What follows belongs to an exercise in optimizing a design on an open flow for small area, a short achievable clock period and few clock cycles per item; a production flow would make more cautious choices.
Only simulation tests tie the RTL to the original design; equivalence was not proved.
Power figures rest on the tool's default switching activity, not on a simulated workload.

## flow/run.sh

```bash
#!/bin/bash
# synth_recipe.tcl (not shown) runs the flow's synth.tcl, then flattens the netlist and writes it again
# the make line also repeats each setting of config.mk as NAME=value (left out here)
make -C /OpenROAD-flow-scripts/flow DESIGN_CONFIG=/design/flow/config.mk WORK_HOME=/design/flow/orfs CLKGATE_MAP_FILE= SYNTH_SCRIPT=/design/flow/synth_recipe.tcl finish
```

## flow/design.v

```verilog
module pow_5_seq
(
    input         clock,
    input         reset_n,
    input         run,
    input  [17:0] n,
    output        ready,
    output [17:0] n_pow_5
);
    reg rdy;
    always @(posedge clock or negedge reset_n)
        if (!reset_n) rdy <= 1'b0;
        else          rdy <= run;
    assign ready = rdy;
    wire w1;
    wire w2;
    wire w3;
    wire w4;
    wire w5;
    wire w6;
    wire w7;
    wire w8;
    wire w9;
    wire w10;
    wire w11;
    wire w12;
    wire w13;
    wire w14;
    wire w15;
    wire w16;
    wire w17;
    wire w18;
    wire w19;
    wire w20;
    wire w21;
    wire w22;
    wire w23;
    wire w24;
    wire w25;
    wire w26;
    wire w27;
    wire w28;
    wire w29;
    wire w30;
    wire w31;
    wire w32;
    wire w33;
    wire w34;
    wire w35;
    wire w36;
    wire w37;
    wire w38;
    wire w39;
    wire w40;
    wire w41;
    wire w42;
    wire w43;
    wire w44;
    wire w45;
    wire w46;
    wire w47;
    wire w48;
    wire w49;
    wire w50;
    wire w51;
    wire w52;
    wire w53;
    wire w54;
    wire w55;
    wire w56;
    wire w57;
    wire w58;
    wire w59;
    wire w60;
    wire w61;
    wire w62;
    wire w63;
    wire w64;
    wire w65;
    wire w66;
    wire w67;
    wire w68;
    wire w69;
    wire w70;
    wire w71;
    wire w72;
    wire w73;
    wire w74;
    wire w75;
    wire w76;
    wire w77;
    wire w78;
    wire w79;
    wire w80;
    wire w81;
    wire w82;
    wire w83;
    wire w84;
    wire w85;
    wire w86;
    wire w87;
    wire w88;
    wire w89;
    wire w90;
    wire w91;
    wire w92;
    wire w93;
    wire w94;
    wire w95;
    wire w96;
    wire w97;
    wire w98;
    wire w99;
    wire w100;
    wire w101;
    wire w102;
    wire w103;
    wire w104;
    wire w105;
    wire w106;
    wire w107;
    wire w108;
    wire w109;
    wire w110;
    wire w111;
    wire w112;
    wire w113;
    wire w114;
    wire w115;
    wire w116;
    wire w117;
    wire w118;
    wire w119;
    wire w120;
    wire w121;
    wire w122;
    wire w123;
    wire w124;
    wire w125;
    wire w126;
    wire w127;
    wire w128;
    wire w129;
    wire w130;
    wire w131;
    wire w132;
    wire w133;
    wire w134;
    wire w135;
    wire w136;
    wire w137;
    wire w138;
    wire w139;
    wire w140;
    wire w141;
    wire w142;
    wire w143;
    wire w144;
    wire w145;
    wire w146;
    wire w147;
    wire w148;
    wire w149;
    wire w150;
    wire w151;
    wire w152;
    wire w153;
    wire w154;
    wire w155;
    wire w156;
    wire w157;
    wire w158;
    wire w159;
    wire w160;
    wire w161;
    wire w162;
    wire w163;
    wire w164;
    wire w165;
    wire w166;
    wire w167;
    wire w168;
    wire w169;
    wire w170;
    wire w171;
    wire w172;
    wire w173;
    wire w174;
    wire w175;
    wire w176;
    wire w177;
    wire w178;
    wire w179;
    wire w180;
    wire w181;
    wire w182;
    wire w183;
    wire w184;
    wire w185;
    wire w186;
    wire w187;
    wire w188;
    wire w189;
    wire w190;
    wire w191;
    wire w192;
    wire w193;
    wire w194;
    wire w195;
    wire w196;
    wire w197;
    wire w198;
    wire w199;
    wire w200;
    wire w201;
    wire w202;
    wire w203;
    wire w204;
    wire w205;
    wire w206;
    wire w207;
    wire w208;
    wire w209;
    wire w210;
    wire w211;
    wire w212;
    wire w213;
    wire w214;
    wire w215;
    wire w216;
    wire w217;
    wire w218;
    wire w219;
    wire w220;
    wire w221;
    wire w222;
    wire w223;
    wire w224;
    wire w225;
    wire w226;
    wire w227;
    wire w228;
    wire w229;
    wire w230;
    wire w231;
    wire w232;
    wire w233;
    wire w234;
    wire w235;
    wire w236;
    wire w237;
    wire w238;
    wire w239;
    wire w240;
    wire w241;
    wire w242;
    wire w243;
    wire w244;
    wire w245;
    wire w246;
    wire w247;
    wire w248;
    wire w249;
    wire w250;
    wire w251;
    wire w252;
    wire w253;
    wire w254;
    wire w255;
    wire w256;
    wire w257;
    wire w258;
    wire w259;
    wire w260;
    wire w261;
    wire w262;
    wire w263;
    wire w264;
    wire w265;
    wire w266;
    wire w267;
    wire w268;
    wire w269;
    wire w270;
    wire w271;
    wire w272;
    wire w273;
    wire w274;
    wire w275;
    wire w276;
    wire w277;
    wire w278;
    wire w279;
    wire w280;
    wire w281;
    wire w282;
    wire w283;
    wire w284;
    wire w285;
    reg r_w116;
    reg r_w111;
    reg r_w109;
    reg r_w119;
    reg r_w128;
    reg r_w130;
    reg r_w129;
    reg r_w131;
    reg r_w142;
    reg r_w144;
    reg r_w143;
    reg r_w158;
    reg r_w145;
    reg r_w160;
    reg r_w162;
    reg r_w186;
    reg r_w187;
    reg r_w188;
    reg r_w118;
    reg r_w199;
    reg r_w211;
    reg r_w223;
    reg r_w224;
    reg r_w221;
    reg r_w238;
    reg r_w219;
    reg r_w246;
    reg r_n_0;
    reg r_w1;
    reg r_w2;
    reg r_w3;
    reg r_w4;
    reg r_w5;
    reg r_w205;
    reg r_w275;
    reg r_w276;
    reg r_w277;
    reg r_w278;
    reg r_w279;
    reg [16:0] lut_a5;
    always @(*)
        case ({n[5], n[4], n[3], n[2], n[1], n[0]})
            6'd0: lut_a5 = 17'b00000000000000000;
            6'd1: lut_a5 = 17'b00000000000000000;
            6'd2: lut_a5 = 17'b00000000000010000;
            6'd3: lut_a5 = 17'b00000000001111001;
            6'd4: lut_a5 = 17'b00000001000000000;
            6'd5: lut_a5 = 17'b00000011000011010;
            6'd6: lut_a5 = 17'b00000111100110000;
            6'd7: lut_a5 = 17'b00010000011010011;
            6'd8: lut_a5 = 17'b00100000000000000;
            6'd9: lut_a5 = 17'b00111001101010100;
            6'd10: lut_a5 = 17'b01100001101010000;
            6'd11: lut_a5 = 17'b10011101010001101;
            6'd12: lut_a5 = 17'b11110011000000000;
            6'd13: lut_a5 = 17'b01101010100101110;
            6'd14: lut_a5 = 17'b00001101001110000;
            6'd15: lut_a5 = 17'b11100101100100111;
            6'd16: lut_a5 = 17'b00000000000000000;
            6'd17: lut_a5 = 17'b01101010100101000;
            6'd18: lut_a5 = 17'b00110101010010000;
            6'd19: lut_a5 = 17'b01110010000100001;
            6'd20: lut_a5 = 17'b00110101000000000;
            6'd21: lut_a5 = 17'b10010100011000010;
            6'd22: lut_a5 = 17'b10101000110110000;
            6'd23: lut_a5 = 17'b10001101011111011;
            6'd24: lut_a5 = 17'b01100000000000000;
            6'd25: lut_a5 = 17'b01000000101111100;
            6'd26: lut_a5 = 17'b01010010111010000;
            6'd27: lut_a5 = 17'b10111100100110101;
            6'd28: lut_a5 = 17'b10100111000000000;
            6'd29: lut_a5 = 17'b00111110011010110;
            6'd30: lut_a5 = 17'b10110010011110000;
            6'd31: lut_a5 = 17'b00110110001001111;
            6'd32: lut_a5 = 17'b00000000000000000;
            6'd33: lut_a5 = 17'b01001010001010000;
            6'd34: lut_a5 = 17'b01010010100010000;
            6'd35: lut_a5 = 17'b01011010111001001;
            6'd36: lut_a5 = 17'b10101001000000000;
            6'd37: lut_a5 = 17'b10000110101101010;
            6'd38: lut_a5 = 17'b01000010000110000;
            6'd39: lut_a5 = 17'b00101101100100011;
            6'd40: lut_a5 = 17'b10100000000000000;
            6'd41: lut_a5 = 17'b11110100110100100;
            6'd42: lut_a5 = 17'b10001100001010000;
            6'd43: lut_a5 = 17'b11001010111011101;
            6'd44: lut_a5 = 17'b00011011000000000;
            6'd45: lut_a5 = 17'b11101011001111110;
            6'd46: lut_a5 = 17'b10101111101110000;
            6'd47: lut_a5 = 17'b11100001101110111;
            6'd48: lut_a5 = 17'b00000000000000000;
            6'd49: lut_a5 = 17'b10001110101111000;
            6'd50: lut_a5 = 17'b00010111110010000;
            6'd51: lut_a5 = 17'b00101010101110001;
            6'd52: lut_a5 = 17'b01011101000000000;
            6'd53: lut_a5 = 17'b01001010000010010;
            6'd54: lut_a5 = 17'b10010011010110000;
            6'd55: lut_a5 = 17'b11100000101001011;
            6'd56: lut_a5 = 17'b11100000000000000;
            6'd57: lut_a5 = 17'b01000101111001100;
            6'd58: lut_a5 = 17'b11001101011010000;
            6'd59: lut_a5 = 17'b00111000010000101;
            6'd60: lut_a5 = 17'b01001111000000000;
            6'd61: lut_a5 = 17'b11100001000100110;
            6'd62: lut_a5 = 17'b11000100111110000;
            6'd63: lut_a5 = 17'b11011000010011111;
        endcase
    assign w1 = lut_a5[0];
    assign w2 = lut_a5[1];
    assign w3 = lut_a5[2];
    assign w4 = lut_a5[3];
    assign w5 = lut_a5[4];
    assign w6 = lut_a5[5];
    assign w7 = lut_a5[6];
    assign w8 = lut_a5[7];
    assign w9 = lut_a5[8];
    assign w10 = lut_a5[9];
    assign w11 = lut_a5[10];
    assign w12 = lut_a5[11];
    assign w13 = lut_a5[12];
    assign w14 = lut_a5[13];
    assign w15 = lut_a5[14];
    assign w16 = lut_a5[15];
    assign w17 = lut_a5[16];
    reg [7:0] lut_p;
    always @(*)
        case ({n[5], n[4], n[3], n[2], n[1], n[0]})
            6'd0: lut_p = 8'b00000000;
            6'd1: lut_p = 8'b00000000;
            6'd2: lut_p = 8'b00000101;
            6'd3: lut_p = 8'b00011001;
            6'd4: lut_p = 8'b01010000;
            6'd5: lut_p = 8'b11000011;
            6'd6: lut_p = 8'b10010101;
            6'd7: lut_p = 8'b11101110;
            6'd8: lut_p = 8'b00000000;
            6'd9: lut_p = 8'b00000010;
            6'd10: lut_p = 8'b00110101;
            6'd11: lut_p = 8'b11011111;
            6'd12: lut_p = 8'b01010000;
            6'd13: lut_p = 8'b11011101;
            6'd14: lut_p = 8'b11100101;
            6'd15: lut_p = 8'b11001100;
            6'd16: lut_p = 8'b00000000;
            6'd17: lut_p = 8'b11110100;
            6'd18: lut_p = 8'b00100101;
            6'd19: lut_p = 8'b00010101;
            6'd20: lut_p = 8'b01010000;
            6'd21: lut_p = 8'b01100111;
            6'd22: lut_p = 8'b11110101;
            6'd23: lut_p = 8'b10011010;
            6'd24: lut_p = 8'b00000000;
            6'd25: lut_p = 8'b11010110;
            6'd26: lut_p = 8'b11010101;
            6'd27: lut_p = 8'b10111011;
            6'd28: lut_p = 8'b01010000;
            6'd29: lut_p = 8'b01100001;
            6'd30: lut_p = 8'b11000101;
            6'd31: lut_p = 8'b01011000;
            6'd32: lut_p = 8'b00000000;
            6'd33: lut_p = 8'b10101000;
            6'd34: lut_p = 8'b01000101;
            6'd35: lut_p = 8'b11010001;
            6'd36: lut_p = 8'b01010000;
            6'd37: lut_p = 8'b11001011;
            6'd38: lut_p = 8'b01010101;
            6'd39: lut_p = 8'b00000110;
            6'd40: lut_p = 8'b00000000;
            6'd41: lut_p = 8'b01101010;
            6'd42: lut_p = 8'b01110101;
            6'd43: lut_p = 8'b01010111;
            6'd44: lut_p = 8'b01010000;
            6'd45: lut_p = 8'b10100101;
            6'd46: lut_p = 8'b10100101;
            6'd47: lut_p = 8'b10100100;
            6'd48: lut_p = 8'b00000000;
            6'd49: lut_p = 8'b00011100;
            6'd50: lut_p = 8'b01100101;
            6'd51: lut_p = 8'b01001101;
            6'd52: lut_p = 8'b01010000;
            6'd53: lut_p = 8'b11101111;
            6'd54: lut_p = 8'b10110101;
            6'd55: lut_p = 8'b00110010;
            6'd56: lut_p = 8'b00000000;
            6'd57: lut_p = 8'b10111110;
            6'd58: lut_p = 8'b00010101;
            6'd59: lut_p = 8'b10110011;
            6'd60: lut_p = 8'b01010000;
            6'd61: lut_p = 8'b10101001;
            6'd62: lut_p = 8'b10000101;
            6'd63: lut_p = 8'b10110000;
        endcase
    assign w18 = lut_p[0];
    assign w19 = lut_p[1];
    assign w20 = lut_p[2];
    assign w21 = lut_p[3];
    assign w22 = lut_p[4];
    assign w23 = lut_p[5];
    assign w24 = lut_p[6];
    assign w25 = lut_p[7];
    reg [2:0] lut_q;
    always @(*)
        case ({n[5], n[4], n[3], n[2], n[1], n[0]})
            6'd0: lut_q = 3'b000;
            6'd1: lut_q = 3'b001;
            6'd2: lut_q = 3'b010;
            6'd3: lut_q = 3'b001;
            6'd4: lut_q = 3'b000;
            6'd5: lut_q = 3'b100;
            6'd6: lut_q = 3'b110;
            6'd7: lut_q = 3'b100;
            6'd8: lut_q = 3'b000;
            6'd9: lut_q = 3'b111;
            6'd10: lut_q = 3'b010;
            6'd11: lut_q = 3'b111;
            6'd12: lut_q = 3'b000;
            6'd13: lut_q = 3'b010;
            6'd14: lut_q = 3'b110;
            6'd15: lut_q = 3'b010;
            6'd16: lut_q = 3'b000;
            6'd17: lut_q = 3'b101;
            6'd18: lut_q = 3'b010;
            6'd19: lut_q = 3'b101;
            6'd20: lut_q = 3'b000;
            6'd21: lut_q = 3'b000;
            6'd22: lut_q = 3'b110;
            6'd23: lut_q = 3'b000;
            6'd24: lut_q = 3'b000;
            6'd25: lut_q = 3'b011;
            6'd26: lut_q = 3'b010;
            6'd27: lut_q = 3'b011;
            6'd28: lut_q = 3'b000;
            6'd29: lut_q = 3'b110;
            6'd30: lut_q = 3'b110;
            6'd31: lut_q = 3'b110;
            6'd32: lut_q = 3'b000;
            6'd33: lut_q = 3'b001;
            6'd34: lut_q = 3'b010;
            6'd35: lut_q = 3'b001;
            6'd36: lut_q = 3'b000;
            6'd37: lut_q = 3'b100;
            6'd38: lut_q = 3'b110;
            6'd39: lut_q = 3'b100;
            6'd40: lut_q = 3'b000;
            6'd41: lut_q = 3'b111;
            6'd42: lut_q = 3'b010;
            6'd43: lut_q = 3'b111;
            6'd44: lut_q = 3'b000;
            6'd45: lut_q = 3'b010;
            6'd46: lut_q = 3'b110;
            6'd47: lut_q = 3'b010;
            6'd48: lut_q = 3'b000;
            6'd49: lut_q = 3'b101;
            6'd50: lut_q = 3'b010;
            6'd51: lut_q = 3'b101;
            6'd52: lut_q = 3'b000;
            6'd53: lut_q = 3'b000;
            6'd54: lut_q = 3'b110;
            6'd55: lut_q = 3'b000;
            6'd56: lut_q = 3'b000;
            6'd57: lut_q = 3'b011;
            6'd58: lut_q = 3'b010;
            6'd59: lut_q = 3'b011;
            6'd60: lut_q = 3'b000;
            6'd61: lut_q = 3'b110;
            6'd62: lut_q = 3'b110;
            6'd63: lut_q = 3'b110;
        endcase
    assign w26 = lut_q[0];
    assign w27 = lut_q[1];
    assign w28 = lut_q[2];
    reg [2:0] lut_r;
    always @(*)
        case ({n[10], n[9], n[8], n[7], n[6]})
            5'd0: lut_r = 3'b000;
            5'd1: lut_r = 3'b000;
            5'd2: lut_r = 3'b001;
            5'd3: lut_r = 3'b010;
            5'd4: lut_r = 3'b100;
            5'd5: lut_r = 3'b110;
            5'd6: lut_r = 3'b001;
            5'd7: lut_r = 3'b100;
            5'd8: lut_r = 3'b000;
            5'd9: lut_r = 3'b100;
            5'd10: lut_r = 3'b001;
            5'd11: lut_r = 3'b110;
            5'd12: lut_r = 3'b100;
            5'd13: lut_r = 3'b010;
            5'd14: lut_r = 3'b001;
            5'd15: lut_r = 3'b000;
            5'd16: lut_r = 3'b000;
            5'd17: lut_r = 3'b000;
            5'd18: lut_r = 3'b001;
            5'd19: lut_r = 3'b010;
            5'd20: lut_r = 3'b100;
            5'd21: lut_r = 3'b110;
            5'd22: lut_r = 3'b001;
            5'd23: lut_r = 3'b100;
            5'd24: lut_r = 3'b000;
            5'd25: lut_r = 3'b100;
            5'd26: lut_r = 3'b001;
            5'd27: lut_r = 3'b110;
            5'd28: lut_r = 3'b100;
            5'd29: lut_r = 3'b010;
            5'd30: lut_r = 3'b001;
            5'd31: lut_r = 3'b000;
        endcase
    assign w29 = lut_r[0];
    assign w30 = lut_r[1];
    assign w31 = lut_r[2];
    assign w32 = n[0] & n[6];
    assign w33 = n[0] & n[7];
    assign w34 = n[0] & n[8];
    assign w35 = n[0] & n[9];
    assign w36 = n[0] & n[10];
    assign w37 = n[0] & n[11];
    assign w38 = w18 & n[6];
    assign w39 = w18 & n[7];
    assign w40 = w18 & n[8];
    assign w41 = w18 & n[9];
    assign w42 = w18 & n[10];
    assign w43 = w18 & n[11];
    assign w44 = w19 & n[6];
    assign w45 = w19 & n[7];
    assign w46 = w19 & n[8];
    assign w47 = w19 & n[9];
    assign w48 = w19 & n[10];
    assign w49 = w19 & n[11];
    assign w50 = w20 & n[6];
    assign w51 = w20 & n[7];
    assign w52 = w20 & n[8];
    assign w53 = w20 & n[9];
    assign w54 = w20 & n[10];
    assign w55 = w20 & n[11];
    assign w56 = w21 & n[6];
    assign w57 = w21 & n[7];
    assign w58 = w21 & n[8];
    assign w59 = w21 & n[9];
    assign w60 = w21 & n[10];
    assign w61 = w22 & n[6];
    assign w62 = w22 & n[7];
    assign w63 = w22 & n[8];
    assign w64 = w22 & n[9];
    assign w65 = w23 & n[6];
    assign w66 = w23 & n[7];
    assign w67 = w23 & n[8];
    assign w68 = w24 & n[6];
    assign w69 = w24 & n[7];
    assign w70 = w25 & n[6];
    assign w71 = n[0] & n[12];
    assign w72 = n[0] & n[13];
    assign w73 = n[0] & n[14];
    assign w74 = n[0] & n[15];
    assign w75 = n[0] & n[16];
    assign w76 = n[0] & n[17];
    assign w77 = w18 & n[12];
    assign w78 = w18 & n[13];
    assign w79 = w19 & n[12];
    assign w80 = n[0] & w29;
    assign w81 = n[0] & w30;
    assign w82 = n[0] & w31;
    assign w83 = w1 & n[6];
    assign w84 = w1 & w29;
    assign w85 = w1 & w30;
    assign w86 = w26 & n[6];
    assign w87 = w26 & w29;
    assign w88 = w27 & n[6];
    assign w89 = w28 & n[6];
    assign w90 = w34 ^ w32;
    assign w91 = w34 & w32;
    assign w92 = w35 ^ w33 ^ w91;
    assign w93 = (w35 & w33) | (w35 & w91) | (w33 & w91);
    assign w94 = w36 ^ w34 ^ w93;
    assign w95 = (w36 & w34) | (w36 & w93) | (w34 & w93);
    assign w96 = w10 ^ w38;
    assign w97 = w10 & w38;
    assign w98 = w37 ^ w35 ^ w11;
    assign w99 = (w37 & w35) | (w37 & w11) | (w35 & w11);
    assign w100 = w95 ^ w39 ^ w44;
    assign w101 = (w95 & w39) | (w95 & w44) | (w39 & w44);
    assign w102 = w97 ^ w98;
    assign w103 = w97 & w98;
    assign w104 = w36 ^ w71 ^ w12;
    assign w105 = (w36 & w71) | (w36 & w12) | (w71 & w12);
    assign w106 = w40 ^ w45 ^ w50;
    assign w107 = (w40 & w45) | (w40 & w50) | (w45 & w50);
    assign w108 = w99 ^ w104 ^ w101;
    assign w109 = (w99 & w104) | (w99 & w101) | (w104 & w101);
    assign w110 = w106 ^ w103;
    assign w111 = w106 & w103;
    assign w112 = w37 ^ w72 ^ w32;
    assign w113 = (w37 & w72) | (w37 & w32) | (w72 & w32);
    assign w114 = w112 ^ w13 ^ w41;
    assign w115 = (w112 & w13) | (w112 & w41) | (w13 & w41);
    assign w116 = w46 ^ w51 ^ w56;
    assign w117 = (w46 & w51) | (w46 & w56) | (w51 & w56);
    assign w118 = w105 ^ w107 ^ w114;
    assign w119 = (w105 & w107) | (w105 & w114) | (w107 & w114);
    assign w120 = r_w116 ^ r_w111 ^ r_w109;
    assign w121 = (r_w116 & r_w111) | (r_w116 & r_w109) | (r_w111 & r_w109);
    assign w122 = w73 ^ w71 ^ w113;
    assign w123 = (w73 & w71) | (w73 & w113) | (w71 & w113);
    assign w124 = w14 ^ w122 ^ w42;
    assign w125 = (w14 & w122) | (w14 & w42) | (w122 & w42);
    assign w126 = w47 ^ w52 ^ w57;
    assign w127 = (w47 & w52) | (w47 & w57) | (w52 & w57);
    assign w128 = w61 ^ w83 ^ w115;
    assign w129 = (w61 & w83) | (w61 & w115) | (w83 & w115);
    assign w130 = w117 ^ w124 ^ w126;
    assign w131 = (w117 & w124) | (w117 & w126) | (w124 & w126);
    assign w132 = r_w119 ^ r_w128 ^ r_w130;
    assign w133 = (r_w119 & r_w128) | (r_w119 & r_w130) | (r_w128 & r_w130);
    assign w134 = w74 ^ w72 ^ w123;
    assign w135 = (w74 & w72) | (w74 & w123) | (w72 & w123);
    assign w136 = w15 ^ w43 ^ w48;
    assign w137 = (w15 & w43) | (w15 & w48) | (w43 & w48);
    assign w138 = w53 ^ w58 ^ w62;
    assign w139 = (w53 & w58) | (w53 & w62) | (w58 & w62);
    assign w140 = w65 ^ w80 ^ w86;
    assign w141 = (w65 & w80) | (w65 & w86) | (w80 & w86);
    assign w142 = w134 ^ w125 ^ w127;
    assign w143 = (w134 & w125) | (w134 & w127) | (w125 & w127);
    assign w144 = w136 ^ w138 ^ w140;
    assign w145 = (w136 & w138) | (w136 & w140) | (w138 & w140);
    assign w146 = r_w129 ^ r_w131 ^ r_w142;
    assign w147 = (r_w129 & r_w131) | (r_w129 & r_w142) | (r_w131 & r_w142);
    assign w148 = r_w144 ^ w133;
    assign w149 = r_w144 & w133;
    assign w150 = w75 ^ w73 ^ w16;
    assign w151 = (w75 & w73) | (w75 & w16) | (w73 & w16);
    assign w152 = w49 ^ w54 ^ w59;
    assign w153 = (w49 & w54) | (w49 & w59) | (w54 & w59);
    assign w154 = w63 ^ w66 ^ w68;
    assign w155 = (w63 & w66) | (w63 & w68) | (w66 & w68);
    assign w156 = w77 ^ w81 ^ w84;
    assign w157 = (w77 & w81) | (w77 & w84) | (w81 & w84);
    assign w158 = w88 ^ w135 ^ w150;
    assign w159 = (w88 & w135) | (w88 & w150) | (w135 & w150);
    assign w160 = w137 ^ w139 ^ w141;
    assign w161 = (w137 & w139) | (w137 & w141) | (w139 & w141);
    assign w162 = w152 ^ w154 ^ w156;
    assign w163 = (w152 & w154) | (w152 & w156) | (w154 & w156);
    assign w164 = r_w143 ^ r_w158 ^ r_w145;
    assign w165 = (r_w143 & r_w158) | (r_w143 & r_w145) | (r_w158 & r_w145);
    assign w166 = r_w160 ^ r_w162 ^ w147;
    assign w167 = (r_w160 & r_w162) | (r_w160 & w147) | (r_w162 & w147);
    assign w168 = w164 ^ w149;
    assign w169 = w164 & w149;
    assign w170 = w76 ^ w74;
    assign w171 = w170 ^ w17;
    assign w172 = w55 ^ w60;
    assign w173 = w64 ^ w67;
    assign w174 = w69 ^ w70;
    assign w175 = w78 ^ w79;
    assign w176 = w82 ^ w85;
    assign w177 = w87 ^ w89;
    assign w178 = w171 ^ w172;
    assign w179 = w173 ^ w174;
    assign w180 = w175 ^ w176;
    assign w181 = w177 ^ w151;
    assign w182 = w153 ^ w155;
    assign w183 = w157 ^ w178;
    assign w184 = w179 ^ w180;
    assign w185 = w181 ^ w182;
    assign w186 = w183 ^ w184;
    assign w187 = w159 ^ w161;
    assign w188 = w185 ^ w163;
    assign w189 = r_w186 ^ r_w187;
    assign w190 = r_w188 ^ w189;
    assign w191 = w165 ^ w190;
    assign w192 = w167 ^ w191;
    assign w193 = w6 & w32;
    assign w194 = w7 & w33;
    assign w195 = w8 & w90;
    assign w196 = w9 & w92;
    assign w197 = w94 & w96;
    assign w198 = w100 & w102;
    assign w199 = w108 & w110;
    assign w200 = r_w118 & w120;
    assign w201 = w121 & w132;
    assign w202 = w146 & w148;
    assign w203 = w166 & w168;
    assign w204 = w169 & w192;
    assign w205 = w6 ^ w32;
    assign w206 = w7 ^ w33;
    assign w207 = w8 ^ w90;
    assign w208 = w9 ^ w92;
    assign w209 = w94 ^ w96;
    assign w210 = w100 ^ w102;
    assign w211 = w108 ^ w110;
    assign w212 = r_w118 ^ w120;
    assign w213 = w121 ^ w132;
    assign w214 = w146 ^ w148;
    assign w215 = w166 ^ w168;
    assign w216 = w169 ^ w192;
    assign w217 = w3 & w2;
    assign w218 = w5 & w4;
    assign w219 = w194 | (w206 & w193);
    assign w220 = w206 & w205;
    assign w221 = w196 | (w208 & w195);
    assign w222 = w208 & w207;
    assign w223 = w198 | (w210 & w197);
    assign w224 = w210 & w209;
    assign w225 = w200 | (w212 & r_w199);
    assign w226 = w212 & r_w211;
    assign w227 = w202 | (w214 & w201);
    assign w228 = w214 & w213;
    assign w229 = w204 | (w216 & w203);
    assign w230 = w216 & w215;
    assign w231 = w2 & w1;
    assign w232 = w217 & w1;
    assign w233 = w205 & w218;
    assign w234 = w220 & w218;
    assign w235 = w197 | (w209 & w221);
    assign w236 = w209 & w222;
    assign w237 = r_w223 | (r_w224 & r_w221);
    assign w238 = w224 & w222;
    assign w239 = w201 | (w213 & w225);
    assign w240 = w213 & w226;
    assign w241 = w227 | (w228 & w225);
    assign w242 = w228 & w226;
    assign w243 = w4 & w232;
    assign w244 = w218 & w232;
    assign w245 = w233 & w232;
    assign w246 = w234 & w232;
    assign w247 = r_w199 | (r_w211 & w237);
    assign w248 = r_w211 & r_w238;
    assign w249 = w225 | (w226 & w237);
    assign w250 = w226 & r_w238;
    assign w251 = w239 | (w240 & w237);
    assign w252 = w240 & r_w238;
    assign w253 = w241 | (w242 & w237);
    assign w254 = w242 & r_w238;
    assign w255 = w195 | (w207 & w219);
    assign w256 = w207 & w246;
    assign w257 = w221 | (w222 & w219);
    assign w258 = w222 & w246;
    assign w259 = w235 | (w236 & w219);
    assign w260 = w236 & w246;
    assign w261 = w237 | (r_w238 & r_w219);
    assign w262 = r_w238 & r_w246;
    assign w263 = w247 | (w248 & r_w219);
    assign w264 = w248 & r_w246;
    assign w265 = w249 | (w250 & r_w219);
    assign w266 = w250 & r_w246;
    assign w267 = w251 | (w252 & r_w219);
    assign w268 = w252 & r_w246;
    assign w269 = w253 | (w254 & r_w219);
    assign w270 = w254 & r_w246;
    assign w271 = w203 | (w215 & w269);
    assign w272 = w215 & w270;
    assign w273 = w229 | (w230 & w269);
    assign w274 = w230 & w270;
    assign w275 = w206 ^ w193;
    assign w276 = w207 ^ w219;
    assign w277 = w208 ^ w255;
    assign w278 = w209 ^ w257;
    assign w279 = w210 ^ w259;
    assign w280 = r_w211 ^ w261;
    assign w281 = w212 ^ w263;
    assign w282 = w213 ^ w265;
    assign w283 = w214 ^ w267;
    assign w284 = w215 ^ w269;
    assign w285 = w216 ^ w271;
    always @(posedge clock) begin
        r_w116 <= w116;
        r_w111 <= w111;
        r_w109 <= w109;
        r_w119 <= w119;
        r_w128 <= w128;
        r_w130 <= w130;
        r_w129 <= w129;
        r_w131 <= w131;
        r_w142 <= w142;
        r_w144 <= w144;
        r_w143 <= w143;
        r_w158 <= w158;
        r_w145 <= w145;
        r_w160 <= w160;
        r_w162 <= w162;
        r_w186 <= w186;
        r_w187 <= w187;
        r_w188 <= w188;
        r_w118 <= w118;
        r_w199 <= w199;
        r_w211 <= w211;
        r_w223 <= w223;
        r_w224 <= w224;
        r_w221 <= w221;
        r_w238 <= w238;
        r_w219 <= w219;
        r_w246 <= w246;
        r_n_0 <= n[0];
        r_w1 <= w1;
        r_w2 <= w2;
        r_w3 <= w3;
        r_w4 <= w4;
        r_w5 <= w5;
        r_w205 <= w205;
        r_w275 <= w275;
        r_w276 <= w276;
        r_w277 <= w277;
        r_w278 <= w278;
        r_w279 <= w279;
    end
    assign n_pow_5 = {w285, w284, w283, w282, w281, w280, r_w279, r_w278, r_w277, r_w276, r_w275, r_w205, r_w5, r_w4, r_w3, r_w2, r_w1, r_n_0};
endmodule
```

## flow/config.mk

```make
export PLATFORM = sky130hd
export DESIGN_NAME = pow_5_seq
export DESIGN_NICKNAME = pow_5_seq
export VERILOG_FILES = /design/flow/design.v
export SDC_FILE = /design/flow/constraint.sdc
export NUM_CORES = 4
export LEC_CHECK = 0
export CAP_MARGIN = 20
export CORE_MARGIN = 2
export CORE_UTILIZATION = 40
export SETUP_SLACK_MARGIN = 1.7
export SLEW_MARGIN = 20
```

## flow/constraint.sdc

```tcl
create_clock -name core_clock -period 5.8 [get_ports {clock}]
set_input_delay 1.1600 -clock core_clock [delete_from_list [all_inputs] [get_ports {clock}]]
set_output_delay 1.1600 -clock core_clock [all_outputs]
set_load 0.01 [all_outputs]
```

==> results.ini, run 1 <==
[sta]
hold_slack_ns = 1.00
tightestPinTransition_ns = 0.801
min_period_ns = 4.00
fmax_mhz = 250
layout_worst_path_cycle_share = 0.690
setup_tns_ns = 0
rsz0062_at_grt = true
hold_viol_final = 0
finalSetupViolCount = 0
finalMaxSlewViolations = 0
slew_headroom = 0.466

[worst_setup_path]
cp_data_arrival_time_ns = 4.19
worstSetupPathType = in2reg
path_common_cell = xnor2_1
worst_setup_path_end_kind = flip-flop
critPathSlowestCell = fa_1
crit_chain = clkbuf_4 > inv_1 > ha_4 > mux2i_1 > mux4_2 > a2bb2oi_2 > nand2_1 > fa_1 > fa_2 > xor2_1 > xnor2_1 > xnor2_1
cp-start-kind = input pin
path_buf_inv = 2
worstPathMaxFanout = 16
cpPeakStageDelay_ns = 0.54
cp_top_family = adder cells
cp.required_ns = 5.98
cp_num_cells = 12
critPathLaunch = n[1]

[synthesis]
ys_ff_latch = 39
synth_area_leaders = dfxtp_1 (17%), fa_1 (17%), ha_1 (7.0%), nand2_1 (5.7%), a21oi_1 (4.5%)
synth_edf_count = 0
syn_inst = 543
yosysWarnings = 1
async_flop_share = 0.0256
synth.most_common_cell = nand2_1
avgSynthCellArea_um2 = 8.20
syn_nets = 626
syn-cell-area_um2 = 4450
seq_area_frac_synth = 0.177
ys.flop_type = dfxtp_1
ys_top_cells_by_count = nand2_1 (68), inv_1 (42), a21oi_1 (40)
yosysUniqueCellTypes = 68
yosys.area.top_type_share = 0.171
synth_area_leader_cell = dfxtp_1

[clocking]
cts_buffers = 5
htreeDepth = 2
cts_tree = built
root_buffer = clkbuf_8
clk_path_buf_depth = 2
clkTransAtPathRegs_ns = 0.09
cts_sinks = 39
cts_hold_buf = 0

[floorplan]
dieArea_um2 = 12000
io_pins = 40
initial_core_util = 0.411
die-height_um = 109
core_area_um2 = 10800
die_w_um = 109
fp-row-count = 38

[finish]
area_delta_synth_final_pct = 11.2
drive_above_1_share = 0.111
fillers = 1118
final_nets = 623
num_antenna_cells = 0

[detailed_routing]
drc = 0
dr.pass1.iters = 5
avgViaCountPerCell = 5.65
drt_iter0_drc = 416
wl_mm = 12.0
drtAntennaViolNets = 0
wl_per_cell_um = 17.7
vias = 3851

[status]
status = complete, no violations

[placed_design]
place_hpwl_mm = 9.09
portBuffers = 39
gp_congestion = 0.925

[grt]
grt_pass1_vias = 3667
grt_pass1_wl_mm = 19.2
grt.overflow.total = 0
track_usage = 0.208
grt_max_degree = 85
antenna_found_initial = 0

[power]
ir_drop_uv = 306
p_leak_nw = 2.11
p_per_area_nw_per_um2 = 303

[flow_run]
drv_cap = 0

[worst_hold_path]
hp-class = in2async

final timing paths:
path                           to  slack [ns]
min in group core_clock     r_n_0        1.12
max in group asynchronous     rdy        4.70
hold / removal                rdy        1.00
setup / recovery           r_w188        1.80
placed cells by master (no fill, tap or decap), drive strengths merged, types with 12 or more instances in the layout:
cell,n
nor2,36
buf,17
inv,42
o21ai,24
nand2,69
fa,37
dfxtp,38
xnor2,19
clkdlybuf4s50,30
a21oi,40
ha,25
and2,12
layout make-up:
| cell class | count | area, um2 | area share |
|---|---|---|---|
| Tap cell | 140 | 175 | 0.0354 |
| Inverter | 43 | 168 | 0.0339 |
| Clock buffer | 6 | 82.6 | 0.0167 |
| Clock inverter | 2 | 35.0 | 0.00708 |
| Timing Repair Buffer | 52 | 470 | 0.0951 |
| Sequential cell | 39 | 786 | 0.159 |
| Multi-Input combinational cell | 399 | 3230 | 0.653 |
what timing repair did:
item | CTS | global route
setup buffers | 0 | 4
resized for setup | 26 | 19
pin swaps | 1 | 2
setup endpoints to repair | 29 | 6
cells by family after synthesis:
logic type,count (synthesis),share of synthesized area
multiplexers,10,0.0377
adder cells (fa/ha/maj),62,0.237
buffers and inverters,105,0.114
flip-flops,39,0.177
XOR/XNOR,30,0.0652
AND/OR/NAND/NOR,167,0.176
AO/OA/AOI/OAI,130,0.194
power breakdown:
part | internal (mW) | total [mW] | switching, mW
registers | 0.343 | 0.369 | 0.0261
clock network | 0.139 | 0.240 | 0.101
logic | 0.449 | 0.887 | 0.439
through the flow:
step	area (um2)	setup WS, ns	utilization	total power [mW]	cells
3_3_place_gp	4740	0.733	0.437	1.28	669
3_5_place_dp	4740	0.587	0.437	1.29	669
5_1_grt	4950	1.67	0.456	1.63	681
2_1_floorplan	4490	1.70	-	1.08	543
6_report	4950	1.80	0.456	1.50	681
4_1_cts	4860	1.70	0.449	1.51	677
per-layer routing:
metal  track usage  up-vias  part of all wire
li1              -     1803                 -
met1         0.285     1854              0.44
met2         0.343      171              0.47
met3        0.0196       23             0.059
met4        0.0705        0             0.027
met5             0        -                 0
Testbench counts, summed over its fixed seeds: cycles 24,000, items 24,000.
==> inputs of run 2 (changes only) <==
--- a/flow/config.mk
+++ b/flow/config.mk
@@ -8,5 +8,6 @@
 export CAP_MARGIN = 20
 export CORE_MARGIN = 2
 export CORE_UTILIZATION = 40
+export PLACE_DENSITY = 0.8
 export SETUP_SLACK_MARGIN = 1.7
 export SLEW_MARGIN = 20
==> run 2 against run 1 <==
Compared with the run above:
- clock power about the same
- final cell count up 0.15%
- synthesized area unchanged
- clock-buffer cell count unchanged
- flip-flop and latch count unchanged
- design area up 1.1%
- sequential power about the same
- maximum frequency down 0.32%
- largest power group unchanged
- highest routed layer unchanged
==> results.ini, run 2 <==
[worst_setup_path]
worstSetupPathType = in2reg
worst_setup_path_end_kind = flip-flop
critPathLaunch = n[7]
cp.required_ns = 5.98  ; about the same
critical_path.endpoint = r_w211
cp_data_arrival_time_ns = 4.20  ; about the same
worstPathMaxFanout = 12  ; -4
cp-start-kind = input pin

[sta]
tightestPinTransition_ns = 0.771  ; -0.0294 ns
hold_viol_final = 0  ; unchanged
setup_tns_ns = 0  ; unchanged
min_period_ns = 4.01  ; +0.0130 ns
slew_headroom = 0.480  ; +0.0140
layout_worst_path_cycle_share = 0.692  ; +0.00224
fmax_mhz = 249  ; -0.32%
finalSetupViolCount = 0  ; unchanged
finalMaxSlewViolations = 0  ; unchanged
rsz0062_at_grt = true

[detailed_routing]
wl_mm = 11.9  ; -1.3%
drtAntennaViolNets = 0  ; unchanged
vias = 3918  ; +1.7%
avgViaCountPerCell = 5.74  ; +1.6%
wl_per_cell_um = 17.4  ; -1.4%
dr.pass1.iters = 5  ; unchanged
drc = 0  ; unchanged
drt_iter0_drc = 521  ; +25%

[power]
switching_share = 0.376  ; -0.00155
ir_drop_uv = 343  ; +12%
p_comb_frac = 0.594  ; about the same
p_leak_nw = 2.16  ; +2.2%
p_per_area_nw_per_um2 = 300  ; -0.83%
clockPowerShare = 0.159  ; -0.002
p_switching_uw = 565  ; -0.16%
p_int_uw = 936  ; +0.50%
pwr-share-seq = 0.248  ; about the same

[synthesis]
ys.flop_type = dfxtp_1
synth.most_common_cell = nand2_1
yosysUniqueCellTypes = 68  ; unchanged
synth_area_leaders = dfxtp_1 (17%), fa_1 (17%), ha_1 (7.0%), nand2_1 (5.7%), a21oi_1 (4.5%)
syn-cell-area_um2 = 4450  ; unchanged
syn_inst = 543  ; unchanged
yosysWarnings = 1  ; unchanged
yosys.area.top_type_share = 0.171  ; unchanged
async_flop_share = 0.0256  ; unchanged
syn_nets = 626  ; unchanged
ys_ff_latch = 39  ; unchanged
synth_area_leader_cell = dfxtp_1
seq_area_frac_synth = 0.177  ; unchanged
synth_edf_count = 0  ; unchanged
ys_top_cells_by_count = nand2_1 (68), inv_1 (42), a21oi_1 (40)
avgSynthCellArea_um2 = 8.20  ; unchanged

[clocking]
clk_path_buf_depth = 2  ; unchanged
cts_sinks = 39  ; unchanged
cts_buffers = 5  ; unchanged
cts_tree = built
root_buffer = clkbuf_8
htreeDepth = 2  ; unchanged
clkTransAtPathRegs_ns = 0.08  ; about the same

[floorplan]
initial_core_util = 0.411  ; unchanged
die-height_um = 109  ; unchanged
core_area_um2 = 10800  ; unchanged
die_w_um = 109  ; unchanged
io_pins = 40  ; unchanged
fp-row-count = 38  ; unchanged
dieArea_um2 = 12000  ; unchanged

[grt]
grt_pass1_wl_mm = 19.2  ; +0.15%
grt.overflow.total = 0  ; unchanged
grt_pass1_vias = 3832  ; +4.5%
antenna_found_initial = 0  ; unchanged
track_usage = 0.208  ; about the same
grt_max_degree = 85  ; unchanged

[finish]
final_common_cell = nand2_1
layout.area.seq_um2 = 786  ; unchanged
drive_above_1_share = 0.105  ; -0.00574
area_delta_synth_final_pct = 12.4
fin_cells = 682  ; +0.15%
final_cell_mix = nand2_1 (66), inv_1 (40), a21oi_1 (39)
num_antenna_cells = 0  ; unchanged
multi_input_area_um2 = 3230  ; about the same
fillers = 1069  ; -4.4%
final_nets = 624  ; +0.16%

[placed_design]
portBuffers = 39  ; unchanged
gp_congestion = 0.960  ; +3.9%
place_hpwl_mm = 8.74  ; -3.8%
place_inst = 670  ; +0.15%

[worst_hold_path]
hp-class = in2async

[status]
status = complete, no violations

[flow_run]
drv_cap = 0  ; unchanged

==> run 2: cells by family (layout without fill, tap and decap cells) <==
| group | Yosys count | in the layout | share of synthesized area |
|---|---|---|---|
| buffers and inverters | 105 | 104 | 0.114 |
| adder cells (fa/ha/maj) | 62 | 62 | 0.237 |
| flip-flops | 39 | 39 | 0.177 |
| multiplexers | 10 | 10 | 0.0377 |
| AO/OA/AOI/OAI | 130 | 130 | 0.194 |
| AND/OR/NAND/NOR | 167 | 167 | 0.176 |
| XOR/XNOR | 30 | 30 | 0.0652 |
==> run 2: worst min path at each step <==
stage               end  slack, ns  cells after the start
detailed placement  rdy       1.31                      1
CTS                 rdy       0.97                      1
finish              rdy       0.98                      1
global placement    rdy       1.31                      1
floorplan           rdy       0.86                      0
global route        rdy       0.97                      1
==> run 2: stage by stage <==
step	setup WS (ns)	cell area [um2]	util	power (mW)	hold slack, ns
finish	1.79	5000	0.461	1.50	0.984
global route	1.64	5000	0.461	1.64	0.973
CTS	1.67	4940	0.456	1.50	0.974
detailed placement	0.747	4760	0.439	1.28	1.31
global placement	0.798	4760	0.439	1.26	1.31
floorplan	1.70	4490	-	1.08	0.864
==> run 2: layout make-up <==
type                    count  share of cell area
multi-input cells         399               0.646
flip-flops and latches     39               0.157
repair buffers             53               0.106
well taps                 140              0.0350
inverters                  43              0.0328
clock buffers               6              0.0165
clock inverters             2             0.00700
==> run 2: worst max-delay path, cell delays in order <==
cell and delay [ns]:
clkdlybuf4s50_1 0.81, nand2_1 0.24, fa_1 0.43, inv_1 0.09, fa_1 0.17, inv_1 0.05
fa_1 0.38, fa_1 0.55, inv_1 0.04, ha_1 0.26
==> run 2: repair_timing <==
action | in CTS | in global routing
pin swaps | 1 | 1
buffers inserted | 0 | 3
cloned | 1 | 0
gates resized for setup | 24 | 17
setup endpoints to repair | 26 | 12
hold buffers | 0 | 0
==> run 2: routing by layer <==
metal / routed length [um] / track usage
met5: 0 / 0
met4: 511 / 0.103
met3: 1060 / 0.0385
met2: 5650 / 0.349
met1: 4650 / 0.255
==> run 2: power groups by stage <==
stage                     logic, mW  clock network [mW]  registers (mW)
after floorplan               0.711                   0           0.372
after global placement        0.883                   0           0.375
after detailed placement      0.902                   0           0.380
after CTS                     0.887               0.243           0.373
after global routing           1.00               0.257           0.379
final                         0.891               0.238           0.372
==> inputs of run 3 (changes only) <==
--- a/flow/config.mk
+++ b/flow/config.mk
@@ -5,9 +5,9 @@
 export SDC_FILE = /design/flow/constraint.sdc
 export NUM_CORES = 4
 export LEC_CHECK = 0
+export ABC_CLOCK_PERIOD_IN_PS = 1200
 export CAP_MARGIN = 20
 export CORE_MARGIN = 2
 export CORE_UTILIZATION = 40
-export PLACE_DENSITY = 0.8
 export SETUP_SLACK_MARGIN = 1.7
 export SLEW_MARGIN = 20
==> run 3 against run 2 <==
Compared with the run above:
- largest power group unchanged
- via count fell by 1.7%
- die area did not move
- sequential share of layout area rose by 0.17 points
- highest routed layer unchanged
- clock power barely moved
==> results.ini, run 3 <==
[sta]
tightestPinTransition_ns = 0.801  ; +0.0294 ns
fmax_mhz = 250  ; +0.32%
finalMaxSlewViolations = 0  ; unchanged
layout_worst_path_cycle_share = 0.690  ; -0.00224
min_period_ns = 4.00  ; -0.0130 ns
setup_tns_ns = 0  ; unchanged
rsz0062_at_grt = true
slew_headroom = 0.466  ; -0.0140
finalSetupViolCount = 0  ; unchanged
hold_viol_final = 0  ; unchanged
hold_slack_ns = 1.00  ; +0.0188 ns

[synthesis]
syn_nets = 626  ; unchanged
yosys.area_share.simple = 0.176  ; unchanged
synth_top_family_by_area = adder cells
synth.most_common_cell = nand2_1
yosys.area.top_type_share = 0.171  ; unchanged
avgSynthCellArea_um2 = 8.20  ; unchanged
synth-compound-area-share = 0.194  ; unchanged
synth_xor_area_frac = 0.0652  ; unchanged
syn-cell-area_um2 = 4450  ; unchanged
async_flop_share = 0.0256  ; unchanged
ys_ff_latch = 39  ; unchanged
seq_area_frac_synth = 0.177  ; unchanged
synth_fa_ha_area_frac = 0.237  ; unchanged
ys.flop_type = dfxtp_1
yosysUniqueCellTypes = 68  ; unchanged
synth_edf_count = 0  ; unchanged
synth_area_leaders = dfxtp_1 (17%), fa_1 (17%), ha_1 (7.0%), nand2_1 (5.7%), a21oi_1 (4.5%)
synth_area_leader_cell = dfxtp_1
ys_top_cells_by_count = nand2_1 (68), inv_1 (42), a21oi_1 (40)
yosysWarnings = 1  ; unchanged
synthMuxAreaShare = 0.0377  ; unchanged
syn_inst = 543  ; unchanged

[detailed_routing]
drtAntennaViolNets = 0  ; unchanged
dr.pass1.iters = 5  ; unchanged
vias = 3851  ; -1.7%
wl_mm = 12.0  ; +1.3%
avgViaCountPerCell = 5.65  ; -1.6%
drt_iter0_drc = 416  ; -20%
wl_per_cell_um = 17.7  ; +1.5%
drc = 0  ; unchanged

[floorplan]
core_area_um2 = 10800  ; unchanged
die-height_um = 109  ; unchanged
io_pins = 40  ; unchanged
die_w_um = 109  ; unchanged
initial_core_util = 0.411  ; unchanged
fp-row-count = 38  ; unchanged
dieArea_um2 = 12000  ; unchanged

[clocking]
root_buffer = clkbuf_8
cts_hold_buf = 0  ; unchanged
cts_sinks = 39  ; unchanged
htreeDepth = 2  ; unchanged
clkTransAtPathRegs_ns = 0.09  ; about the same
cts_tree = built
cts_buffers = 5  ; unchanged
clk_path_buf_depth = 2  ; unchanged

[power]
p_int_uw = 931  ; -0.50%
p_leak_nw = 2.11  ; -2.2%
switching_share = 0.378  ; +0.00155
power_mw = 1.50  ; -0.25%
p_comb_frac = 0.593  ; about the same
p_per_area_nw_per_um2 = 303  ; +0.84%
clockPowerShare = 0.161  ; +0.002
p_switching_uw = 566  ; +0.16%
pwr-share-seq = 0.247  ; about the same
ir_drop_uv = 306  ; -11%

[grt]
grt_max_degree = 85  ; unchanged
grt_pass1_wl_mm = 19.2  ; -0.15%
antenna_found_initial = 0  ; unchanged
grt.overflow.total = 0  ; unchanged
grt_pass1_vias = 3667  ; -4.3%
track_usage = 0.208  ; about the same

[worst_hold_path]
hp-class = in2async

[placed_design]
postPlaceCellArea_um2 = 4740  ; -0.42%
place_hpwl_mm = 9.09  ; +4.0%
portBuffers = 39  ; unchanged
place_inst = 669  ; -0.15%
gp_congestion = 0.925  ; -3.7%

[worst_setup_path]
worstPathMaxFanout = 16  ; +4
cp_data_arrival_time_ns = 4.19  ; about the same
worstSetupPathType = in2reg
worst_setup_path_end_kind = flip-flop
cp-start-kind = input pin
cp.required_ns = 5.98  ; about the same

[finish]
fillers = 1118  ; +4.6%
drive_above_1_share = 0.111  ; +0.00574
fin_cells = 681  ; -0.15%
final_common_cell = nand2_1
final_nets = 623  ; -0.16%
final_cell_mix = nand2_1 (66), inv_1 (39), dfxtp_1 (38)
area_delta_synth_final_pct = 11.2
num_antenna_cells = 0  ; unchanged
stdcell_area_um2 = 4950  ; -1.1%

[flow_run]
drv_cap = 0  ; unchanged

[status]
status = complete, no violations

==> run 3: logic make-up (layout without fill, tap and decap cells) <==
| logic type | Yosys count | after routing |
|---|---|---|
| AOI/OAI and AO/OA | 130 | 130 |
| xor gates and xnor gates | 30 | 30 |
| adders and majority gates | 62 | 62 |
| buffers and inverters | 105 | 103 |
| DFF | 39 | 39 |
| muxes | 10 | 10 |
| and+or+nand+nor | 167 | 167 |
==> run 3: worst paths after layout <==
| kind | depth (start not counted) | slack, ns | to | start |
|---|---|---|---|---|
| worst max-delay path | 12 | 1.80 | r_w188 | n[1] |
| worst min-delay path | 1 | 1.00 | rdy | reset_n |
| max in group asynchronous | 1 | 4.70 | rdy | reset_n |
| min in group core_clock | 1 | 1.12 | r_n_0 | n[0] |
==> run 3: metrics by stage <==
| stage | util | setup slack (ns) |
|---|---|---|
| after floorplan | - | 1.70 |
| final | 0.456 | 1.80 |
| after global routing | 0.456 | 1.67 |
| after detailed placement | 0.437 | 0.587 |
| after CTS | 0.449 | 1.70 |
| after global placement | 0.437 | 0.733 |
==> run 3: power by group through the flow <==
stage	Combinational, mW	Sequential [mW]	Clock (mW)
5_1_grt	0.994	0.377	0.259
3_3_place_gp	0.901	0.376	0
3_5_place_dp	0.910	0.377	0
4_1_cts	0.890	0.371	0.246
2_1_floorplan	0.711	0.372	0
6_report	0.887	0.369	0.240
==> run 3: layout make-up <==
cell class	count	area, um2	share of cell area
Clock inverter	2	35.0	0.00708
Tap cell	140	175	0.0354
Inverter	43	168	0.0339
Clock buffer	6	82.6	0.0167
Multi-Input combinational cell	399	3230	0.653
Sequential cell	39	786	0.159
Timing Repair Buffer	52	470	0.0951
==> run 3: worst max-delay path, cell delays in order <==
cell and delay, ns:
clkbuf_4 0.19, inv_1 0.24, ha_4 0.25, mux2i_1 0.09, mux4_2 0.49, a2bb2oi_2 0.31
nand2_1 0.13, fa_1 0.54, fa_2 0.37, xor2_1 0.15, xnor2_1 0.14, xnor2_1 0.12
==> run 3: timing repair <==
item,4_1_cts,5_1_grt
endpoints found under the setup margin,29,6
resized for setup,26,19
buffers inserted,0,4
pin swaps,1,2
==> run 3: per-layer routing <==
layer,GRT usage,wire length (um)
met1,0.285,5310
met2,0.343,5680
met4,0.0705,324
met3,0.0196,713
met5,0,0
==> inputs of run 4 (changes only) <==
--- a/flow/config.mk
+++ b/flow/config.mk
@@ -5,7 +5,7 @@
 export SDC_FILE = /design/flow/constraint.sdc
 export NUM_CORES = 4
 export LEC_CHECK = 0
-export ABC_CLOCK_PERIOD_IN_PS = 1200
+export ABC_CLOCK_PERIOD_IN_PS = 2000
 export CAP_MARGIN = 20
 export CORE_MARGIN = 2
 export CORE_UTILIZATION = 40
==> run 4 against run 3 <==
Compared with the run above:
- total power did not move
- synthesized area did not move
- largest cell class unchanged
- highest routed layer unchanged
- sequential share of layout area did not move
- still clean
==> results.ini, run 4 <==
[status]
status = complete, no violations

[grt]
antenna_found_initial = 0  ; unchanged
track_usage = 0.208  ; unchanged
grt_max_degree = 85  ; unchanged
grt_pass1_wl_mm = 19.2  ; unchanged
grt.overflow.total = 0  ; unchanged
grt_pass1_vias = 3667  ; unchanged

[placed_design]
portBuffers = 39  ; unchanged
postPlaceCellArea_um2 = 4740  ; unchanged
place_hpwl_mm = 9.09  ; unchanged
gp_congestion = 0.925  ; unchanged

[sta]
slew_headroom = 0.466  ; unchanged
hold_viol_final = 0  ; unchanged
min_period_ns = 4.00  ; unchanged
setup_tns_ns = 0  ; unchanged
finalMaxSlewViolations = 0  ; unchanged
fmax_mhz = 250  ; unchanged
finalSetupViolCount = 0  ; unchanged
rsz0062_at_grt = true
tightestPinTransition_ns = 0.801  ; unchanged
hold_slack_ns = 1.00  ; unchanged
layout_worst_path_cycle_share = 0.690  ; unchanged

[clocking]
cts_buffers = 5  ; unchanged
clkTransAtPathRegs_ns = 0.09  ; about the same
htreeDepth = 2  ; unchanged
cts_sinks = 39  ; unchanged
root_buffer = clkbuf_8
clk_path_buf_depth = 2  ; unchanged
cts_tree = built
cts_hold_buf = 0  ; unchanged

[worst_setup_path]
crit_chain = clkbuf_4 > inv_1 > ha_4 > mux2i_1 > mux4_2 > a2bb2oi_2 > nand2_1 > fa_1 > fa_2 > xor2_1 > xnor2_1 > xnor2_1
cp.required_ns = 5.98  ; about the same
worstSetupPathType = in2reg
critPathSlowestCell = fa_1
cp_num_cells = 12  ; unchanged
cp-start-kind = input pin
path_common_cell = xnor2_1
worstPathMaxFanout = 16  ; unchanged
cp_top_family = adder cells
cp_data_arrival_time_ns = 4.19  ; about the same
path_buf_inv = 2  ; unchanged
worst_setup_path_end_kind = flip-flop
cpPeakStageDelay_ns = 0.54  ; about the same

[synthesis]
syn_nets = 626  ; unchanged
yosysUniqueCellTypes = 68  ; unchanged
ys_top_cells_by_count = nand2_1 (68), inv_1 (42), a21oi_1 (40)
seq_area_frac_synth = 0.177  ; unchanged
ys_ff_latch = 39  ; unchanged
async_flop_share = 0.0256  ; unchanged
synth_area_leader_cell = dfxtp_1
yosys.area.top_type_share = 0.171  ; unchanged
synth.most_common_cell = nand2_1
avgSynthCellArea_um2 = 8.20  ; unchanged
yosysWarnings = 1  ; unchanged
ys.flop_type = dfxtp_1
synth_edf_count = 0  ; unchanged
synth_area_leaders = dfxtp_1 (17%), fa_1 (17%), ha_1 (7.0%), nand2_1 (5.7%), a21oi_1 (4.5%)
syn_inst = 543  ; unchanged
syn-cell-area_um2 = 4450  ; unchanged

[finish]
area_delta_synth_final_pct = 11.2  ; unchanged
finish.utilization = 0.456  ; unchanged
fillers = 1118  ; unchanged
stdcell_area_um2 = 4950  ; unchanged
final_nets = 623  ; unchanged
drive_above_1_share = 0.111  ; unchanged
final_common_cell = nand2_1
num_antenna_cells = 0  ; unchanged
final_cell_mix = nand2_1 (66), inv_1 (39), dfxtp_1 (38)

[detailed_routing]
vias = 3851  ; unchanged
drt_iter0_drc = 416  ; unchanged
avgViaCountPerCell = 5.65  ; unchanged
drtAntennaViolNets = 0  ; unchanged
dr.pass1.iters = 5  ; unchanged
wl_per_cell_um = 17.7  ; unchanged
wl_mm = 12.0  ; unchanged
drc = 0  ; unchanged

[power]
ir_drop_uv = 306  ; unchanged
p_leak_nw = 2.11  ; unchanged
p_per_area_nw_per_um2 = 303  ; unchanged

[floorplan]
dieArea_um2 = 12000  ; unchanged
fp-row-count = 38  ; unchanged
core_area_um2 = 10800  ; unchanged
initial_core_util = 0.411  ; unchanged
io_pins = 40  ; unchanged
die_w_um = 109  ; unchanged
die-height_um = 109  ; unchanged

[worst_hold_path]
hp-class = in2async

[flow_run]
drv_cap = 0  ; unchanged

run 4: report_power, final:
part | internal (mW) | leakage, nW | switching, mW
combinational | 0.449 | 1.72 | 0.439
sequential | 0.343 | 0.329 | 0.0261
clock | 0.139 | 0.0612 | 0.101
run 4: logic make-up (layout without fill, tap and decap cells):
kind of cell / after synthesis / after routing / synth area share
buf+inv: 105 / 103 / 0.114
xor+xnor: 30 / 30 / 0.0652
simple gates: 167 / 167 / 0.176
compound gates: 130 / 130 / 0.194
mux: 10 / 10 / 0.0377
flops: 39 / 39 / 0.177
fa+ha+maj: 62 / 62 / 0.237
run 4: what timing repair did:
item                       CTS  global route
buffers inserted             0             4
gates resized for setup     26            19
setup endpoints to repair   29             6
pin swaps                    1             2
run 4: layout make-up:
cell class / count / area [um2] / share of cell area
Sequential cell: 39 / 786 / 0.159
Multi-Input combinational cell: 399 / 3230 / 0.653
Clock buffer: 6 / 82.6 / 0.0167
Tap cell: 140 / 175 / 0.0354
Clock inverter: 2 / 35.0 / 0.00708
Inverter: 43 / 168 / 0.0339
Timing Repair Buffer: 52 / 470 / 0.0951
run 4: metal layers:
metal	track usage	vias to the layer above	wire length [um]
li1	-	1803	-
met1	0.285	1854	5310
met2	0.343	171	5680
met3	0.0196	23	713
met4	0.0705	0	324
met5	0	-	0
run 4: worst paths after layout:
path,startpoint,end,slack [ns]
worst min-delay path,reset_n,rdy,1.00
max in group asynchronous,reset_n,rdy,4.70
worst max-delay path,n[1],r_w188,1.80
min in group core_clock,n[0],r_n_0,1.12
run 4: through the flow:
stage	total power, mW	worst slack, ns	std cells
after floorplan	1.08	1.70	543
after global placement	1.28	0.733	669
after detailed placement	1.29	0.587	669
after CTS	1.51	1.70	677
after global routing	1.63	1.67	681
final	1.50	1.80	681
==> inputs of run 5 (changes only) <==
--- a/flow/config.mk
+++ b/flow/config.mk
@@ -5,9 +5,8 @@
 export SDC_FILE = /design/flow/constraint.sdc
 export NUM_CORES = 4
 export LEC_CHECK = 0
-export ABC_CLOCK_PERIOD_IN_PS = 2000
 export CAP_MARGIN = 20
 export CORE_MARGIN = 2
-export CORE_UTILIZATION = 40
+export CORE_UTILIZATION = 60
 export SETUP_SLACK_MARGIN = 1.7
 export SLEW_MARGIN = 20
==> run 5 against run 4 <==
Compared with the run above:
- wire length grew 5.7%
- final cell count shrank 4.3%
- sequential share of layout area shrank 0.61 points
- total power grew 3.0%
- critical path depth shrank 2
- still clean
==> results.ini, run 5 <==
[status]
status = complete, no violations

[power]
p_per_area_nw_per_um2 = 300  ; -1.0%
ir_drop_uv = 132  ; -57%
p_leak_nw = 2.23  ; +5.9%

[grt]
grt_pass1_vias = 3955  ; +7.9%
grt.overflow.total = 0  ; unchanged
grt_pass1_wl_mm = 20.4  ; +6.3%
antenna_found_initial = 0  ; unchanged
grt_max_degree = 85  ; unchanged
track_usage = 0.316  ; +0.108

[detailed_routing]
avgViaCountPerCell = 6.22  ; +10%
drt_iter0_drc = 473  ; +14%
wl_per_cell_um = 19.5  ; +10%
vias = 4055  ; +5.3%
drtAntennaViolNets = 0  ; unchanged
drc = 0  ; unchanged
dr.pass1.iters = 5  ; unchanged
wl_mm = 12.7  ; +5.7%

[finish]
final_nets = 635  ; +1.9%
fillers = 567  ; -49%
final_common_cell = nand2_1
area_delta_synth_final_pct = 15.7
fin_cells = 652  ; -4.3%
drive_above_1_share = 0.143  ; +0.0320
final_cell_mix = nand2_1 (65), inv_1 (39), a21oi_1 (39)
finish.utilization = 0.713  ; +0.257
layout.area.seq_um2 = 786  ; unchanged
num_antenna_cells = 0  ; unchanged
multi_input_area_um2 = 3320  ; +2.8%

[worst_setup_path]
cp_data_arrival_time_ns = 4.21  ; +0.02 ns
cp.required_ns = 5.98  ; about the same
path_common_cell = fa_1
worst_setup_path_end_kind = flip-flop
crit_chain = clkdlybuf4s50_1 > nand2_1 > fa_1 > inv_1 > fa_1 > inv_1 > fa_1 > fa_1 > inv_1 > ha_1
worstSetupPathType = in2reg
worstPathMaxFanout = 12  ; -4
critPathSlowestCell = clkdlybuf4s50_1
cp-start-kind = input pin
cpPeakStageDelay_ns = 0.81  ; +0.27 ns

[synthesis]
yosysUniqueCellTypes = 68  ; unchanged
synth_area_leader_cell = dfxtp_1
yosys.area.top_type_share = 0.171  ; unchanged
syn-cell-area_um2 = 4450  ; unchanged
synth_area_leaders = dfxtp_1 (17%), fa_1 (17%), ha_1 (7.0%), nand2_1 (5.7%), a21oi_1 (4.5%)
ys_ff_latch = 39  ; unchanged
ys.flop_type = dfxtp_1
async_flop_share = 0.0256  ; unchanged
avgSynthCellArea_um2 = 8.20  ; unchanged
ys_top_cells_by_count = nand2_1 (68), inv_1 (42), a21oi_1 (40)
yosysWarnings = 1  ; unchanged
synth.most_common_cell = nand2_1
seq_area_frac_synth = 0.177  ; unchanged
syn_nets = 626  ; unchanged
synth_edf_count = 0  ; unchanged
syn_inst = 543  ; unchanged

[sta]
setup_ws_ns = 1.77  ; -0.0308 ns
finalSetupViolCount = 0  ; unchanged
hold_viol_final = 0  ; unchanged
min_period_ns = 4.03  ; +0.0308 ns
rsz0062_at_grt = true
setup_tns_ns = 0  ; unchanged
slew_headroom = 0.454  ; -0.0124
fmax_mhz = 248  ; -0.76%
layout_worst_path_cycle_share = 0.695  ; +0.00531
tightestPinTransition_ns = 0.819  ; +0.0177 ns
hold_slack_ns = 0.987  ; -0.0162 ns
finalMaxSlewViolations = 0  ; unchanged

[floorplan]
io_pins = 40  ; unchanged
die-height_um = 90.1  ; -18%
dieArea_um2 = 8120  ; -32%
fp-row-count = 31  ; -18%
die_w_um = 90.1  ; -18%
initial_core_util = 0.617  ; +0.206
core_area_um2 = 7210  ; -33%

[placed_design]
place_inst = 632  ; -5.5%
portBuffers = 39  ; unchanged
gp_congestion = 0.982  ; +6.2%
post-place-ws_ns = 0.841  ; +0.254 ns
place_hpwl_mm = 9.14  ; +0.59%

[clocking]
clk_path_buf_depth = 2  ; unchanged
cts_sinks = 39  ; unchanged
htreeDepth = 2  ; unchanged
cts_tree = built
clkTransAtPathRegs_ns = 0.09  ; about the same
cts_hold_buf = 0  ; unchanged
root_buffer = clkbuf_8
cts_buffers = 5  ; unchanged

[flow_run]
drv_cap = 0  ; unchanged

[worst_hold_path]
hp-class = in2async

==> run 5: routing by layer <==
metal  global-route usage  routed length [um]
met4                0.126                 557
met5                    0                   0
met1                0.431                5130
met2                0.506                5900
met3               0.0503                1120
==> run 5: stage by stage <==
step	area, um2	total power, mW
floorplan	4490	1.08
global placement	4720	1.26
detailed placement	4720	1.29
CTS	5010	1.53
global route	5150	1.67
finish	5150	1.54
==> run 5: layout make-up <==
| type | count | share of cell area |
|---|---|---|
| Multi-Input combinational cell | 399 | 0.645 |
| Sequential cell | 39 | 0.153 |
| Timing Repair Buffer | 64 | 0.123 |
| Inverter | 43 | 0.0326 |
| Tap cell | 99 | 0.0241 |
| Clock buffer | 6 | 0.0160 |
| Clock inverter | 2 | 0.00681 |
==> run 5: power breakdown <==
part / switching (mW) / internal, mW / total [mW]
logic: 0.454 / 0.470 / 0.923
clock network: 0.105 / 0.139 / 0.244
registers: 0.0303 / 0.344 / 0.374
total: 0.589 / 0.953 / 1.54
==> run 5: logic make-up after synthesis <==
kind of cell / synth area share
and+or+nand+nor: 0.176
xor gates and xnor gates: 0.0652
DFF: 0.177
muxes: 0.0377
adders and majority gates: 0.237
AOI/OAI and AO/OA: 0.194
buffers and inverters: 0.114
==> run 5: worst max-delay path by stage <==
stage / start / end / cells past startpoint
CTS: n[1] / r_w188 / 14
floorplan: n[0] / r_w188 / 14
global route: n[3] / r_w188 / 11
finish: n[7] / r_w211 / 10
detailed placement: n[0] / r_w188 / 13
global placement: n[0] / r_w188 / 13
==> run 5: critical path, delay by kind of cell <==
family        cells  cell delay (ns)
simple gates      1             0.23
fa+ha+maj         5             1.82
buf+inv           4             0.99
==> run 5: repair_timing <==
action                                  CTS  global route
setup buffers                             4             7
endpoints found under the setup margin   24            11
resized for setup                        32            24
cloned                                    1             0
pin swaps                                 3            14

[afterwards: timing with drivers on the ports]
The results above use ideal ports. As a check the final layouts listed here were re-extracted and re-timed, cells and wires unchanged.
Step 1, drivers: a clkbuf_16 drives clock and a buf_2 each remaining input, both assumed.
Step 2 times the ports against the registers' clock, not the clock port: input delays grow and output delays shrink by t, the midpoint of the rising clock arrivals with the driver on.
a / b / c = ideal / step 1 / step 2; a / b = the first two.
| run | t, ns | slack for setup (ns) | worst setup path at the end |
|---|---|---|---|
| run 1 | 0.316 | 1.798 / 1.809 / 1.494 | input to register |
| run 2 | 0.331 | 1.785 / 1.787 / 1.457 | input to register |
| run 3 | 0.316 | 1.798 / 1.809 / 1.494 | input to register |
| run 4 | 0.316 | 1.798 / 1.809 / 1.494 | input to register |
| run 5 | 0.326 | 1.768 / 1.778 / 1.452 | input to register |
After both steps every run listed still meets setup and hold. The setup slack of run 2, which loses most, moves by +0.002 ns with the drivers and by -0.328 ns with both steps.
